This design comes from an exercise in tuning for small area and a short achievable clock period on the open sky130 flow, not from production work.
Function was checked by simulation only, so behaviour that the tests miss may differ from the original.

== garnet ==
==> flow/design.v (excerpt) <==
module image_enhance (
    input  logic        clk,
    input  logic        reset,
    input  logic        stall,
    input  logic [80:0] img,
    input  logic [71:0] fil,
    input  logic [8:0]  add_img,
    output logic [29:0] out
);
clock: 20.0 ns
lec_check: 0
cap_margin: 20
core_margin: 2
core_utilization: 55
slew_margin: 20
standard.sh (not shown) runs the stock make flow with config.mk's settings and CLKGATE_MAP_FILE= SYNTH_SCRIPT=/design/flow/synth_recipe.tcl, a recipe that flattens the netlist after the stock synthesis.
==> flow/flow/run.sh <==
#!/bin/bash
# Layout flow: the standard synthesis, then a netlist pass that removes
# inverters around the full-adder cells (flow/invopt.py: cell polarities chosen so fewer inverters are needed), then the standard
# ORFS flow from floorplan to finish with the settings in flow/settings.txt.
set -euo pipefail
R=orfs/results/sky130hd/image_enhance/base
bash standard.sh synth > synth.log 2>&1
python3 flow/invopt.py $R/1_2_yosys.v $R/1_2_yosys_invopt.v > invopt.log 2>&1
cp $R/1_2_yosys.v $R/1_2_yosys_orig.v
cp $R/1_2_yosys_invopt.v $R/1_2_yosys.v
rm -f $R/1_synth.odb $R/1_synth.sdc
mapfile -t EXTRA < flow/settings.txt
bash standard.sh "${EXTRA[@]}" finish > finish.log 2>&1
==> flow/flow/settings.txt <==
SETUP_SLACK_MARGIN=15.0
BUFFER_PORTS_ARGS=-buffer_cell sky130_fd_sc_hd__buf_1
Other scripts of this flow, unchanged in this note and not shown: flow/flow/invopt.py
The inputs of maple differ from those of garnet as listed below.
Settings: CORE_UTILIZATION changed from 55 to 70; CTS_CLUSTER_DIAMETER newly set to 80; CTS_CLUSTER_SIZE newly set to 30.
==> flow/flow/settings.txt <==
SETUP_SLACK_MARGIN=14.9
BUFFER_PORTS_ARGS=-buffer_cell sky130_fd_sc_hd__buf_1
--- outcome ---
When maple is set beside garnet, its relative area of non-clock buffer cells in the final design turns out to be 1.6 points smaller.
Floorplan check, maple vs garnet: die outline smaller in maple
maple: wire length on met3 1200 µm above garnet
The run showing the greater non-clock buffer count is garnet.
Re clock buffer count in the final layout: garnet was higher than maple.
## Diff of input files: fjord against maple
Settings: removing CTS_CLUSTER_DIAMETER (formerly 80); removing CTS_CLUSTER_SIZE (formerly 30); changing CORE_UTILIZATION from 70 to 30.
==> flow/flow/settings.txt <==
SETUP_SLACK_MARGIN=15.0
BUFFER_PORTS_ARGS=-buffer_cell sky130_fd_sc_hd__buf_1
Results
fjord: flow completed, timing, DRC and antenna clean
Changes observed in fjord relative to maple: cell area went up, routed wire length went up.
Min utilization after layout across fjord and maple: fjord
The portion of the clock cycle consumed by the worst path in the final layout of maple and that of fjord are within noise of each other.
Post-layout minimum cycle time in fjord vs maple: up 0.023 ns
In the metrics for fjord and maple, the one carrying the lower fraction of layout cells with a size suffix above 1 is maple.
Comparing clock buffer instance count of the final layout for fjord and maple, the bigger number came from fjord.
Diff maple..fjord | synthesized cell count | unchanged
Input changes introduced in pepper (baseline for comparison: fjord):
Settings: changing CORE_UTILIZATION from 30 to 70; setting CTS_CLUSTER_SIZE to 30 for the first time; setting CTS_CLUSTER_DIAMETER to 80 for the first time.
diff --git a/flow/flow/run.sh b/flow/flow/run.sh
--- a/flow/flow/run.sh
+++ b/flow/flow/run.sh
@@ -2,3 +2,11 @@
-# Layout flow: the standard synthesis, then a netlist pass that removes
-# inverters around the full-adder cells (flow/invopt.py: cell polarities chosen so fewer inverters are needed), then the standard
-# ORFS flow from floorplan to finish with the settings in flow/settings.txt.
+# Layout flow:
+#  1. the standard synthesis (standard.sh synth), unchanged;
+#  2. flow/invopt.py on its netlist: picks the polarity in which each
+#     full adder and 2-input AND/OR/XOR gate works, so that fewer inverters
+#     are needed, and puts each full adder's latest input on its fastest pin
+#     (the logic and the registers are left as they are);
+#  3. the standard ORFS flow from floorplan to finish, with the make settings
+#     in flow/settings.txt, one per line: ports buffered with buf_1, and
+#     timing repair asked for 14.9 ns of setup slack (a 5.1 ns period), at
+#     the design's clock period and constraints.
+# Each step's output goes to its own log file in the work folder.
==> flow/flow/settings.txt <==
SETUP_SLACK_MARGIN=14.9
BUFFER_PORTS_ARGS=-buffer_cell sky130_fd_sc_hd__buf_1
--- outcome ---
pepper completed every stage of the flow, and the final layout passed the timing, DRC and antenna checks. On required time of the critical path, fjord and pepper are neck and neck. Re share of the final layout cell area in multi-input gates: pepper is 3.3 points up on fjord. [compare] base=fjord new=pepper: first-pass GRT wire length dropped 13%; total met2 wirelength after detailed routing lower; worst hold slack dropped 0.022 ns. Summary of the comparison: post-cts resize count is lower in pepper, relative to fjord.
For onyx, these inputs were changed with respect to pepper:
Settings: setting GPL_TIMING_DRIVEN to 1 for the first time.
Notes after the runs:
Inverter count | onyx above pepper. Max freq pepper -> onyx: improved.

---

juniper:
Starting RTL as in the previous note.
Settings: LEC_CHECK=0, CAP_MARGIN=20, CORE_MARGIN=2, CORE_UTILIZATION=55, CTS_CLUSTER_DIAMETER=80, CTS_CLUSTER_SIZE=30, SLEW_MARGIN=20; clock period 20.0 ns.
==> flow/flow/run.sh <==
#!/bin/bash
# Layout flow: the standard synthesis, then a netlist pass that removes
# inverters around the full-adder cells (flow/invopt.py: cell polarities chosen so fewer inverters are needed), then the standard
# ORFS flow from floorplan to finish with the settings in flow/settings.txt.
set -euo pipefail
R=orfs/results/sky130hd/image_enhance/base
bash standard.sh synth > synth.log 2>&1
python3 flow/invopt.py $R/1_2_yosys.v $R/1_2_yosys_invopt.v > invopt.log 2>&1
cp $R/1_2_yosys.v $R/1_2_yosys_orig.v
cp $R/1_2_yosys_invopt.v $R/1_2_yosys.v
rm -f $R/1_synth.odb $R/1_synth.sdc
mapfile -t EXTRA < flow/settings.txt
bash standard.sh "${EXTRA[@]}" finish > finish.log 2>&1
==> flow/flow/settings.txt <==
SETUP_SLACK_MARGIN=15.0
BUFFER_PORTS_ARGS=-buffer_cell sky130_fd_sc_hd__buf_1
Other scripts of this flow, unchanged in this note and not shown: flow/flow/invopt.py
Input-level comparison between xenon and juniper:
==> flow/flow/run.sh <==
#!/bin/bash
# Layout flow:
#  1. the standard synthesis (standard.sh synth), unchanged;
#  2. flow/invopt.py on its netlist: picks the polarity in which each
#     full adder and 2-input AND/OR/XOR gate works, so that fewer inverters
#     are needed, and puts each full adder's latest input on its fastest pin
#     (the logic and the registers are left as they are);
#  3. the standard ORFS flow from floorplan to finish, with the make settings
#     in flow/settings.txt, one per line: ports buffered with buf_1, and
#     timing repair asked for 14.9 ns of setup slack (a 5.1 ns period), at
#     the design's clock period and constraints.
# Each step's output goes to its own log file in the work folder.
set -euo pipefail
R=orfs/results/sky130hd/image_enhance/base
bash standard.sh synth > synth.log 2>&1
python3 flow/invopt.py $R/1_2_yosys.v $R/1_2_yosys_invopt.v > invopt.log 2>&1
cp $R/1_2_yosys.v $R/1_2_yosys_orig.v
cp $R/1_2_yosys_invopt.v $R/1_2_yosys.v
rm -f $R/1_synth.odb $R/1_synth.sdc
mapfile -t EXTRA < flow/settings.txt
bash standard.sh "${EXTRA[@]}" finish > finish.log 2>&1
==> flow/flow/settings.txt <==
SETUP_SLACK_MARGIN=14.9
BUFFER_PORTS_ARGS=-buffer_cell sky130_fd_sc_hd__buf_1
-- flow/config.mk --
<<< juniper, line 8
export CAP_MARGIN = 20
export CORE_MARGIN = 2
export CORE_UTILIZATION = 55
export CTS_CLUSTER_DIAMETER = 80
export CTS_CLUSTER_SIZE = 30
>>> xenon, line 8
export CAP_MARGIN = 20
export CORE_MARGIN = 2
export CORE_UTILIZATION = 80
export CTS_CLUSTER_DIAMETER = 80
export CTS_CLUSTER_SIZE = 30
- Final core utilization: xenon > juniper
- Sort xenon and juniper by total length of routed wires asc -> top: juniper
- [compare] base=juniper new=xenon: register-to-register setup slack fell 120 ps; area added between synthesis and finish moved down; total length of routed met3 wires +about 60%.
- [compare] base=juniper new=xenon: global-route usage now sits higher; fmax barely changed.
Edits applied to the flow inputs when going from xenon to lagoon:
==> flow/flow/settings.txt <==
SETUP_SLACK_MARGIN=14.95
BUFFER_PORTS_ARGS=-buffer_cell sky130_fd_sc_hd__buf_1
-- flow/config.mk --
<<< xenon, line 8
export CAP_MARGIN = 20
export CORE_MARGIN = 2
export CORE_UTILIZATION = 80
export CTS_CLUSTER_DIAMETER = 80
export CTS_CLUSTER_SIZE = 30
>>> lagoon, line 8
export CAP_MARGIN = 20
export CORE_MARGIN = 2
export CORE_UTILIZATION = 70
export CTS_CLUSTER_DIAMETER = 80
export CTS_CLUSTER_SIZE = 30
==> results.txt <==
Diff xenon -> lagoon: fraction of met2 tracks used by global routing fell by 13 points; tap cell instance count went up.
Final cycle utilization of the critical path of xenon is on par with lagoon.
Here is what was changed in the inputs of cedar compared with lagoon.
==> flow/flow/run.sh <==
#!/bin/bash
# Layout flow: the standard synthesis, then a netlist pass that removes
# inverters around the full-adder cells (flow/invopt.py: cell polarities chosen so fewer inverters are needed), then the standard
# ORFS flow from floorplan to finish with the settings in flow/settings.txt.
set -euo pipefail
R=orfs/results/sky130hd/image_enhance/base
bash standard.sh synth > synth.log 2>&1
python3 flow/invopt.py $R/1_2_yosys.v $R/1_2_yosys_invopt.v > invopt.log 2>&1
cp $R/1_2_yosys.v $R/1_2_yosys_orig.v
cp $R/1_2_yosys_invopt.v $R/1_2_yosys.v
rm -f $R/1_synth.odb $R/1_synth.sdc
mapfile -t EXTRA < flow/settings.txt
bash standard.sh "${EXTRA[@]}" finish > finish.log 2>&1
==> flow/flow/settings.txt <==
SETUP_SLACK_MARGIN=14.9
BUFFER_PORTS_ARGS=-buffer_cell sky130_fd_sc_hd__buf_1
-- flow/config.mk --
<<< lagoon, line 8
export CAP_MARGIN = 20
export CORE_MARGIN = 2
export CORE_UTILIZATION = 70
export CTS_CLUSTER_DIAMETER = 80
export CTS_CLUSTER_SIZE = 30
>>> cedar, line 8
export CAP_MARGIN = 20
export CORE_MARGIN = 2
export CORE_UTILIZATION = 55
export CTS_CLUSTER_DIAMETER = 80
export CTS_CLUSTER_SIZE = 30
On largest net degree at the start of global routing, the higher figure sits with lagoon, not cedar.
Of the two values seen for last element of the critical path, out[29] was produced by lagoon and out[2] by cedar.
lagoon -> cedar: multi-input logic portion of the cell area flat
Looking at wire length of the first global-routing pass across both flows, cedar is the weaker of the two, with lagoon ahead.
[compare] base=lagoon new=cedar: net count of the finished layout has remained practically unchanged; post-cts resize count has decreased.
Compared with lagoon, cedar shows largest incremental delay on the critical path lower by 30 ps.
Worst hold margin: cedar vs lagoon, no meaningful difference
Worst setup margin essentially unchanged between cedar and lagoon.
As far as flip-flop and latch share of the layout cell area is concerned, cedar and lagoon perform about the same.
Between cedar and lagoon, it is cedar whose die span in x is higher, by 13%.
Source of the critical timing path: o_r[2] -> cedar, o_t -> lagoon
### cedar -> zinc
==> flow/flow/settings.txt <==
SETUP_SLACK_MARGIN=14.7
BUFFER_PORTS_ARGS=-buffer_cell sky130_fd_sc_hd__buf_1
## What came out
From zinc to cedar, mean instance size in the synthesized netlist did not move at all. Comparing zinc against cedar, there is no change at all in number of sinks handled by clock tree synthesis. Critical path depth: cedar and zinc compared, lower one is cedar. Comparing cedar against zinc, there is no change at all in number of buffers added to fix hold violations after cts. On total area of sequential cells, zinc tracks cedar almost exactly.
Setup changes, zinc to violet
==> flow/flow/run.sh <==
#!/bin/bash
# Layout flow:
#  1. the standard synthesis (standard.sh synth), unchanged;
#  2. flow/invopt.py on its netlist: picks the polarity in which each
#     full adder and 2-input AND/OR/XOR gate works, so that fewer inverters
#     are needed, and puts each full adder's latest input on its fastest pin
#     (the logic and the registers are left as they are);
#  3. the standard ORFS flow from floorplan to finish, with the make settings
#     in flow/settings.txt, one per line: ports buffered with buf_1.
# Each step's output goes to its own log file in the work folder.
set -euo pipefail
R=orfs/results/sky130hd/image_enhance/base
bash standard.sh synth > synth.log 2>&1
python3 flow/invopt.py $R/1_2_yosys.v $R/1_2_yosys_invopt.v > invopt.log 2>&1
cp $R/1_2_yosys.v $R/1_2_yosys_orig.v
cp $R/1_2_yosys_invopt.v $R/1_2_yosys.v
rm -f $R/1_synth.odb $R/1_synth.sdc
mapfile -t EXTRA < flow/settings.txt
bash standard.sh "${EXTRA[@]}" finish > finish.log 2>&1
==> flow/flow/settings.txt <==
BUFFER_PORTS_ARGS=-buffer_cell sky130_fd_sc_hd__buf_1
-- flow/config.mk --
<<< zinc, line 8
export CAP_MARGIN = 20
export CORE_MARGIN = 2
export CORE_UTILIZATION = 55
export CTS_CLUSTER_DIAMETER = 80
export CTS_CLUSTER_SIZE = 30
export SLEW_MARGIN = 20
>>> violet, line 8
export CAP_MARGIN = 20
export CORE_MARGIN = 2
export CORE_UTILIZATION = 70
export CTS_CLUSTER_DIAMETER = 80
export CTS_CLUSTER_SIZE = 30
export GPL_TIMING_DRIVEN = 1
export SLEW_MARGIN = 20
Notes after the runs:
Sort zinc and violet by average wire per standard cell asc -> top: zinc. zinc -> violet: global-route wire length before repair decreased slightly. Core utilization: violet higher than zinc. The total number of vias number comes out lower for zinc vs violet. Comparing zinc and violet, the lower hold slack is on zinc. On number of buffers other than clock buffers in the final layout: between zinc and violet, it ends up lower for violet. zinc → violet: clock skew dropped 25 ps. Routed wire length was higher in the run labelled zinc.

## static timing again, ports no longer ideal
The results above use ideal ports. As a check the final layouts listed here were re-extracted and re-timed, cells and wires unchanged.
Step 1 sets driving cells, clkbuf_16 on the clock port and buf_2 on the other inputs (assumed; they add their load-dependent delay and slew).
Step 2 times the ports against the registers' clock, not the clock port: input delays grow and output delays shrink by t, the midpoint of the rising clock arrivals with the driver on.
a / b / c = ideal ports / drivers / drivers and shift; a / b = the first two.
run | shift t [ns] | slack for setup (ns) | worst setup path at the end | latest minus earliest clock arrival (ns) | worst register clock-pin slew, ns
garnet | 0.633 | 14.917 / 14.857 / 14.541 | input to register | 0.023 / 0.023 | 0.06 / 0.06
maple | 0.585 | 14.930 / 14.872 / 14.461 | input to register | 0.031 / 0.031 | 0.11 / 0.11
fjord | 0.646 | 14.907 / 14.842 / 14.448 | input to register | 0.026 / 0.026 | 0.07 / 0.07
pepper | 0.599 | 14.913 / 14.853 / 14.388 | input to register | 0.024 / 0.024 | 0.11 / 0.11
onyx | 0.589 | 14.928 / 14.870 / 14.467 | input to register | 0.042 / 0.043 | 0.11 / 0.11
juniper | 0.609 | 14.905 / 14.846 / 14.512 | input to register | 0.025 / 0.025 | 0.10 / 0.10
xenon | 0.577 | 14.910 / 14.855 / 14.430 | input to register | 0.032 / 0.032 | 0.12 / 0.12
lagoon | 0.590 | 14.927 / 14.872 / 14.536 | input to register | 0.032 / 0.032 | 0.10 / 0.10
cedar | 0.609 | 14.930 / 14.867 / 14.472 | input to register | 0.039 / 0.040 | 0.11 / 0.11
zinc | 0.617 | 14.782 / 14.781 / 14.199 | input to register | 0.048 / 0.049 | 0.11 / 0.11
violet | 0.581 | 14.429 / 14.461 / 13.880 | input to register | 0.024 / 0.024 | 0.11 / 0.11
After both steps every run listed still meets setup and hold. For zinc, which loses most, drivers alone change the setup slack by -0.001 ns; drivers and shift together by -0.583 ns.
